Background: an optimization exercise with open tools, aiming at small area and a short achievable clock period. Do not read the settings as production practice. At most, simulation tests tie the RTL to the original design; equivalence was not proved. Power is estimated from default activity; no workload was simulated.

raven:
==> flow/design.v <==
module dwt_haar2d
#(parameter WIDTH = 128                      
)
(
    input                     HCLK,          
    input                     HRESETn,       
    input                     in_valid,      
    input       [7:0]         in_r0,         
    input       [7:0]         in_g0,
    input       [7:0]         in_b0,
    input       [7:0]         in_r1,         
    input       [7:0]         in_g1,
    input       [7:0]         in_b1,
    output reg                out_valid,
    output reg  signed [9:0]  out_r_ca,
    output reg  signed [9:0]  out_g_ca,
    output reg  signed [9:0]  out_b_ca,
    output reg  signed [9:0]  out_r_ch,
    output reg  signed [9:0]  out_g_ch,
    output reg  signed [9:0]  out_b_ch,
    output reg  signed [9:0]  out_r_cv,
    output reg  signed [9:0]  out_g_cv,
    output reg  signed [9:0]  out_b_cv,
    output reg  signed [9:0]  out_r_cd,
    output reg  signed [9:0]  out_g_cd,
    output reg  signed [9:0]  out_b_cd
);
localparam PAIRS = WIDTH/2;
reg        v1;                               
reg [5:0]  col;                              
reg        row_odd;                          
always @(posedge HCLK, negedge HRESETn) begin
    if (!HRESETn)
        v1 <= 1'b0;
    else
        v1 <= in_valid;
end
always @(posedge HCLK, negedge HRESETn) begin
    if (!HRESETn) begin
        col     <= 6'd0;
        row_odd <= 1'b0;
    end else if (v1) begin
        col <= col + 6'd1;
        if (col == PAIRS-1)
            row_odd <= ~row_odd;
    end
end
wire [8:0] sum_r  = {1'b0, in_r0} + {1'b0, in_r1};
wire [8:0] sum_g  = {1'b0, in_g0} + {1'b0, in_g1};
wire [8:0] sum_b  = {1'b0, in_b0} + {1'b0, in_b1};
wire [8:0] diff_r = {1'b0, in_r0} - {1'b0, in_r1};
wire [8:0] diff_g = {1'b0, in_g0} - {1'b0, in_g1};
wire [8:0] diff_b = {1'b0, in_b0} - {1'b0, in_b1};
reg [47:0] lh;                               
always @(posedge HCLK)
    lh <= {sum_r[8:1], sum_g[8:1], sum_b[8:1], diff_r[8:1], diff_g[8:1], diff_b[8:1]};
wire [7:0] L_r = lh[47:40], L_g = lh[39:32], L_b = lh[31:24];     
wire [7:0] H_r = lh[23:16], H_g = lh[15:8],  H_b = lh[7:0];       
reg [47:0] sr [0:PAIRS-1];
integer i;
always @(posedge HCLK) begin
    if (v1) begin
        sr[0] <= lh;
        for (i = 1; i < PAIRS; i = i + 1)
            sr[i] <= sr[i-1];
    end
end
wire [47:0] top = sr[PAIRS-1];
wire [7:0] tL_r = top[47:40], tL_g = top[39:32], tL_b = top[31:24];
wire [7:0] tH_r = top[23:16], tH_g = top[15:8],  tH_b = top[7:0];
always @(posedge HCLK, negedge HRESETn) begin
    if (!HRESETn)
        out_valid <= 1'b0;
    else
        out_valid <= v1 && row_odd;
end
always @(posedge HCLK) begin
    out_r_ca <= {2'b00, tL_r} + {2'b00, L_r};
    out_g_ca <= {2'b00, tL_g} + {2'b00, L_g};
    out_b_ca <= {2'b00, tL_b} + {2'b00, L_b};
    out_r_ch <= {2'b00, tL_r} - {2'b00, L_r};
    out_g_ch <= {2'b00, tL_g} - {2'b00, L_g};
    out_b_ch <= {2'b00, tL_b} - {2'b00, L_b};
    out_r_cv <= {{2{tH_r[7]}}, tH_r} + {{2{H_r[7]}}, H_r};
    out_g_cv <= {{2{tH_g[7]}}, tH_g} + {{2{H_g[7]}}, H_g};
    out_b_cv <= {{2{tH_b[7]}}, tH_b} + {{2{H_b[7]}}, H_b};
    out_r_cd <= {{2{tH_r[7]}}, tH_r} - {{2{H_r[7]}}, H_r};
    out_g_cd <= {{2{tH_g[7]}}, tH_g} - {{2{H_g[7]}}, H_g};
    out_b_cd <= {{2{tH_b[7]}}, tH_b} - {{2{H_b[7]}}, H_b};
end
endmodule
make LEC_CHECK=0 CAP_MARGIN=20 CORE_MARGIN=2 CORE_UTILIZATION=70 CTS_BUF_LIST='sky130_fd_sc_hd__clkbuf_8 sky130_fd_sc_hd__clkbuf_16' CTS_CLUSTER_DIAMETER=100 CTS_CLUSTER_SIZE=22 PLACE_DENSITY=0.75 SETUP_SLACK_MARGIN=4.6 SLEW_MARGIN=20 finish   # period 7.0 ns
run.sh (not shown) runs the stock make flow with config.mk's settings and CLKGATE_MAP_FILE= SYNTH_SCRIPT=/design/flow/synth_recipe.tcl, a recipe that flattens the netlist after the stock synthesis.
raven completed end to end with timing, DRC and antenna clean.
The inputs of nickel differ from those of raven as listed below.
--- a/flow/design.v
+++ b/flow/design.v
@@ -53,22 +53,70 @@
 wire [8:0] diff_b = {1'b0, in_b0} - {1'b0, in_b1};
 reg [47:0] lh;                               
 always @(posedge HCLK)
     lh <= {sum_r[8:1], sum_g[8:1], sum_b[8:1], diff_r[8:1], diff_g[8:1], diff_b[8:1]};
 wire [7:0] L_r = lh[47:40], L_g = lh[39:32], L_b = lh[31:24];     
 wire [7:0] H_r = lh[23:16], H_g = lh[15:8],  H_b = lh[7:0];       
-reg [47:0] sr [0:PAIRS-1];
+function [14:0] enc15;
+    input [7:0] l;
+    input [7:0] h;
+    reg   [6:0] a;
+    begin
+        a = l[6:0] ^ {7{l[7]}};
+        enc15 = h[7] ? {l[7], ~h[6:0], a} : {l[7], a, h[6:0]};
+    end
+endfunction
+function [15:0] dec16;
+    input [14:0] n;
+    input        esc;
+    input [6:0]  e;
+    reg   [6:0]  x, y, a;
+    reg          ge;
+    begin
+        x  = n[13:7];
+        y  = n[6:0];
+        ge = (x >= y);
+        a  = ge ? x : y;
+        if (esc)
+            dec16 = {1'b0, e, 1'b1, ~e};
+        else
+            dec16 = {n[14], a ^ {7{n[14]}}, ~ge, ge ? y : ~x};
+    end
+endfunction
+wire escR = ~L_r[7] && (H_r == ~L_r);
+wire escG = ~L_g[7] && (H_g == ~L_g);
+wire escB = ~L_b[7] && (H_b == ~L_b);
+wire esc  = escR | escG | escB;
+wire [1:0] kesc = escR ? 2'd0 : escG ? 2'd1 : 2'd2;      
+wire [6:0] Ek   = escR ? L_r[6:0] : escG ? L_g[6:0] : L_b[6:0];
+wire [14:0] N_r = enc15(L_r, H_r);
+wire [14:0] N_g = enc15(L_g, H_g);
+wire [14:0] N_b = enc15(L_b, H_b);
+wire [14:0] S0  = esc ? {kesc, escG, escB, Ek, 4'b0000} : N_r;
+wire [14:0] S1  = (esc && kesc == 2'd1) ? N_r : escG ? {8'd0, L_g[6:0]} : N_g;
+wire [14:0] S2  = (esc && kesc == 2'd2) ? N_r : escB ? {8'd0, L_b[6:0]} : N_b;
+wire [45:0] pk46 = {esc, S0, S1, S2};
+reg [45:0] sr [0:PAIRS-2];
+reg [47:0] top;                              
 integer i;
+wire [45:0] p   = sr[PAIRS-2];
+wire        pF  = p[45];
+wire [14:0] pS0 = p[44:30], pS1 = p[29:15], pS2 = p[14:0];
+wire [1:0]  pk  = pS0[14:13];
+wire [6:0]  pEk = pS0[10:4];
+wire [15:0] dR  = dec16(pF ? (pk == 2'd1 ? pS1 : pS2) : pS0, pF && pk == 2'd0, pEk);
+wire [15:0] dG  = dec16(pS1, pF && pS0[12], pk == 2'd1 ? pEk : pS1[6:0]);
+wire [15:0] dB  = dec16(pS2, pF && pS0[11], pk == 2'd2 ? pEk : pS2[6:0]);
 always @(posedge HCLK) begin
     if (v1) begin
-        sr[0] <= lh;
-        for (i = 1; i < PAIRS; i = i + 1)
+        sr[0] <= pk46;
+        for (i = 1; i < PAIRS-1; i = i + 1)
             sr[i] <= sr[i-1];
+        top <= {dR[15:8], dG[15:8], dB[15:8], dR[7:0], dG[7:0], dB[7:0]};
     end
 end
-wire [47:0] top = sr[PAIRS-1];
 wire [7:0] tL_r = top[47:40], tL_g = top[39:32], tL_b = top[31:24];
 wire [7:0] tH_r = top[23:16], tH_g = top[15:8],  tH_b = top[7:0];
 always @(posedge HCLK, negedge HRESETn) begin
     if (!HRESETn)
         out_valid <= 1'b0;
     else
==> comparison <==
After synthesis and placement, the instance count of nickel is above that of raven.
Compared with raven, nickel shows wire length higher by 34000 µm.
Compared with raven, nickel shows a post-synthesis sequential area ratio that is 3.1 points lower.
The DRC marker count from the first detailed-route iteration in nickel was higher than what raven gave.
Compared with raven, nickel shows a count of multi-input gates that is 435 higher.
Starting density of the core ends up lower on nickel.
Summary of the comparison: utilization after layout is higher in nickel, relative to raven.
The critical path class comes out flip-flop to output pin in one run and flip-flop to flip-flop in the other, namely in raven and nickel respectively.
nickel falls short of raven in global-route wire length before repair.
On nickel: sequential cell area share is 4.2 points lower than what raven gave.
Comparing nickel and raven, the higher combinational power was measured on nickel.
Only the layout flow was run in nickel; the RTL was not checked for function there.

separate check: timing with driven ports:
How much do the figures lean on ideal ports? The routed layouts below were timed once more, with nothing changed but the port constraints.
Step 1: set_driving_cell puts a clkbuf_16 on HCLK and a buf_2 on each other input, an assumption about the parent block.
Step 2, shift: input delay + t, output delay - t, t = (earliest + latest rising clock arrival at the registers) / 2. This alone moves slack from input paths to output paths.
Three values: ideal, step 1, step 2; two values: the first two.
| run | t (ns) | setup slack, ns | latest minus earliest clock arrival (ns) |
|---|---|---|---|
| raven | 0.856 | 4.330 / 4.253 / 3.510 | 0.037 / 0.036 |
| nickel | 0.885 | 3.939 / 3.939 / 3.850 | 0.059 / 0.059 |
After both steps every run listed still meets setup and hold. The setup slack of raven, which loses most, moves by -0.077 ns with the drivers and by -0.820 ns with both steps.
